What follows belongs to an exercise in optimizing a design on an open flow for small area; a production flow would make more cautious choices. Only simulation tests tie the RTL to the original design; equivalence was not proved. No activity file was given, so power comes from the tool's default toggle rates. The flow treats the clock pin as an ideal source, which a real chip does not have.

the previous run:
// ufc_top
module ufc_top(
    input  clk,
    input  rst_n,
    input  mosi,
    output miso,
    output sd_ck,
    output sd_mosi,
    output sd_csn,
    input  sd_miso
);
==> flow/config.mk <==
export PLATFORM = sky130hd
export DESIGN_NAME = ufc_top
export DESIGN_NICKNAME = ufc_top
export VERILOG_FILES = /design/flow/design.v
export SDC_FILE = /design/flow/constraint.sdc
export NUM_CORES = 4
export LEC_CHECK = 0
export ABC_AREA = 1
export CAP_MARGIN = 20
export CORE_MARGIN = 2
export CORE_UTILIZATION = 65
export SLEW_MARGIN = 20
==> flow/constraint.sdc <==
create_clock -name core_clock -period 10.0 [get_ports {clk}]
set_input_delay 2.0000 -clock core_clock [delete_from_list [all_inputs] [get_ports {clk}]]
set_output_delay 2.0000 -clock core_clock [all_outputs]
set_load 0.01 [all_outputs]
standard.sh (not shown) runs the stock make flow with config.mk's settings and CLKGATE_MAP_FILE= SYNTH_SCRIPT=/design/flow/synth_recipe.tcl, a recipe that flattens the netlist after the stock synthesis.
==> flow/flow/run.sh <==
#!/bin/bash
# The standard layout, with clock tree settings of our own: buf_12 clock buffers, larger leaf
# clusters and no
# dummy loads. Each tool's output goes to a log file here; ORFS keeps its own logs under orfs/logs.
set -euo pipefail
export CTS_ARGS="-sink_clustering_enable -repair_clock_nets -dont_use_dummy_load -buf_list sky130_fd_sc_hd__buf_12 -sink_clustering_size 30 -sink_clustering_max_diameter 80"
bash standard.sh > standard_sh.log 2>&1
diff inputs: the previous run => the current run
- putting GPL_ROUTABILITY_DRIVEN at 0 where nothing was set
- putting GPL_TIMING_DRIVEN at 0 where nothing was set
==> flow/flow/run.sh <==
#!/bin/bash
set -uo pipefail
SLEW_OK_PS=121
export PLATFORM_DIR=$FLOW_HOME/platforms/$FLOW_PLATFORM
RESULTS=orfs/results/$FLOW_PLATFORM/ufc_top/base
export RESULTS
settings=("34 70" "33 75" "32 80" "30 80" "28 60")
n=0
for s in "${settings[@]}"; do
  n=$((n+1))
  set -- $s
  export CTS_ARGS="-sink_clustering_enable -repair_clock_nets -dont_use_dummy_load -buf_list sky130_fd_sc_hd__buf_12 -sink_clustering_size $1 -sink_clustering_max_diameter $2"
  if [[ $n -gt 1 ]]; then
    rm -f $RESULTS/4_* $RESULTS/5_* $RESULTS/6_* out/final.def
  fi
  bash standard.sh > standard_sh_$n.log 2>&1 || { echo "attempt $n: layout failed"; continue; }
  openroad -no_init -exit flow/slew.tcl > slew_$n.log 2>&1
  slew=$(awk '/^MAXSLEW/{print $2}' slew_$n.log)
  echo "attempt $n: clusters $1 / $2 um, clock-pin slew ${slew:-unknown} ps"
  if [[ -n "$slew" ]] && awk -v s="$slew" -v ok="$SLEW_OK_PS" 'BEGIN{exit !(s < ok)}'; then
    exit 0
  fi
done
# none met the target: the last attempt's layout stays in out/final.def
exit 0
==> flow/flow/slew.tcl (new file) <==
set R $::env(RESULTS)
set P $::env(PLATFORM_DIR)
read_liberty $P/lib/sky130_fd_sc_hd__tt_025C_1v80.lib
read_db $R/6_final.odb
read_sdc $R/6_final.sdc
read_spef $R/6_final.spef
set w 0
foreach pin [all_registers -clock_pins -edge_triggered] {
  foreach e {rise fall} {
    foreach a {max min} {
      set s [get_property $pin slew_${a}_$e]
      if {[string is double -strict $s]} { set w [expr {max($w, [sta::time_ui_sta $s] * 1e12)}] } else { set w 1e9 }
    }
  }
}
puts "MAXSLEW $w"
Results
Min wire length of the first global-routing pass across the previous run and the current run: the current run
Looking at global routing met2 resource utilization, the current run sits below the previous run.
The current run vs. the previous run: global-route usage moved down; wire length moved down; depth of the worst register-to-register path moved down; share of total power in the clock network moved down.
Est. power | the current run vs the previous run | the current run lower
When the current run is measured against the previous run, its initial antenna violation count turns out 4 higher.
Compared the current run vs the previous run, and met1 global-route usage is down in the current run.

========
== old ==
Another version of the RTL of ufc_top (not shown whole).
For scale: ~6100 cells after synthesis, about 4400 flip-flops, roughly 8 I/O pins, roughly 99000 sq um of cells after synthesis.
==> flow/config.mk <==
export PLATFORM = sky130hd
export DESIGN_NAME = ufc_top
export DESIGN_NICKNAME = ufc_top
export VERILOG_FILES = /design/flow/design.v
export SDC_FILE = /design/flow/constraint.sdc
export NUM_CORES = 4
export LEC_CHECK = 0
export ABC_AREA = 1
export CAP_MARGIN = 20
export CORE_MARGIN = 2
export CORE_UTILIZATION = 65
export SLEW_MARGIN = 20
==> flow/constraint.sdc <==
create_clock -name core_clock -period 10.0 [get_ports {clk}]
set_input_delay 2.0000 -clock core_clock [delete_from_list [all_inputs] [get_ports {clk}]]
set_output_delay 2.0000 -clock core_clock [all_outputs]
set_load 0.01 [all_outputs]
==> flow/flow/run.sh <==
#!/bin/bash
# The standard layout, with clock tree settings of our own: buf_12 clock buffers, larger leaf
# clusters and no
# dummy loads. Each tool's output goes to a log file here; ORFS keeps its own logs under orfs/logs.
set -euo pipefail
export CTS_ARGS="-sink_clustering_enable -repair_clock_nets -dont_use_dummy_load -buf_list sky130_fd_sc_hd__buf_12 -sink_clustering_size 32 -sink_clustering_max_diameter 70"
bash standard.sh > standard_sh.log 2>&1
Modified inputs, new compared to old
-- flow/flow/run.sh --
<<< old, line 6
export CTS_ARGS="-sink_clustering_enable -repair_clock_nets -dont_use_dummy_load -buf_list sky130_fd_sc_hd__buf_12 -sink_clustering_size 32 -sink_clustering_max_diameter 70"
>>> new, line 6
export CTS_ARGS="-sink_clustering_enable -repair_clock_nets -dont_use_dummy_load -buf_list sky130_fd_sc_hd__buf_12 -sink_clustering_size 30 -sink_clustering_max_diameter 80"
[summary]
- Finished layout cell area across new and old: no real change.
- Worst setup slack in new is 16 ps below old.
- Comparing new with old, the via count came out essentially unchanged.
- The final layouts of new and old pass the timing, design-rule and antenna checks.
- The capture point of the critical path comes out fifo_control.cnt[11]$_DFFE_PP_ in one run and fifo_control.cnt[14]$_DFFE_PP_ in the other, namely in new and old respectively.
- Wire length after detailed routing across new and old: no real change.

==> re-timing with driven ports <==
In the flow no input, the clock included, has a driving cell. The finished layouts below were timed again as built, in two steps. Step 1 (the two cells are an assumption about what drives the block):
set clk [get_ports {clk}]
set_driving_cell -lib_cell sky130_fd_sc_hd__clkbuf_16 $clk
set_driving_cell -lib_cell sky130_fd_sc_hd__buf_2 [delete_from_list [all_inputs] $clk]
Step 2 times the ports against the registers' clock, not the clock port: input delays grow and output delays shrink by t, the midpoint of the rising clock arrivals with the driver on. Slacks: no drivers / after step 1 / after step 2; pairs: no drivers / after step 1.
| run | t (ns) | setup WS [ns] | worst slew at a driven data input, ns | cell pins on the clock port's net |
|---|---|---|---|---|
| the previous run | 0.810 | 5.301 / 5.358 / 4.548 | 0.03 | 1 |
| the current run | 0.778 | 5.053 / 5.114 / 4.335 | 0.05 | 1 |
| old | 0.781 | 6.041 / 6.092 / 5.311 | 0.03 | 1 |
| new | 0.785 | 6.025 / 6.082 / 5.297 | 0.03 | 1 |
After both steps setup and hold are still met in every run listed. The setup slack of the previous run, which loses most, moves by +0.057 ns with the drivers and by -0.753 ns with both steps.
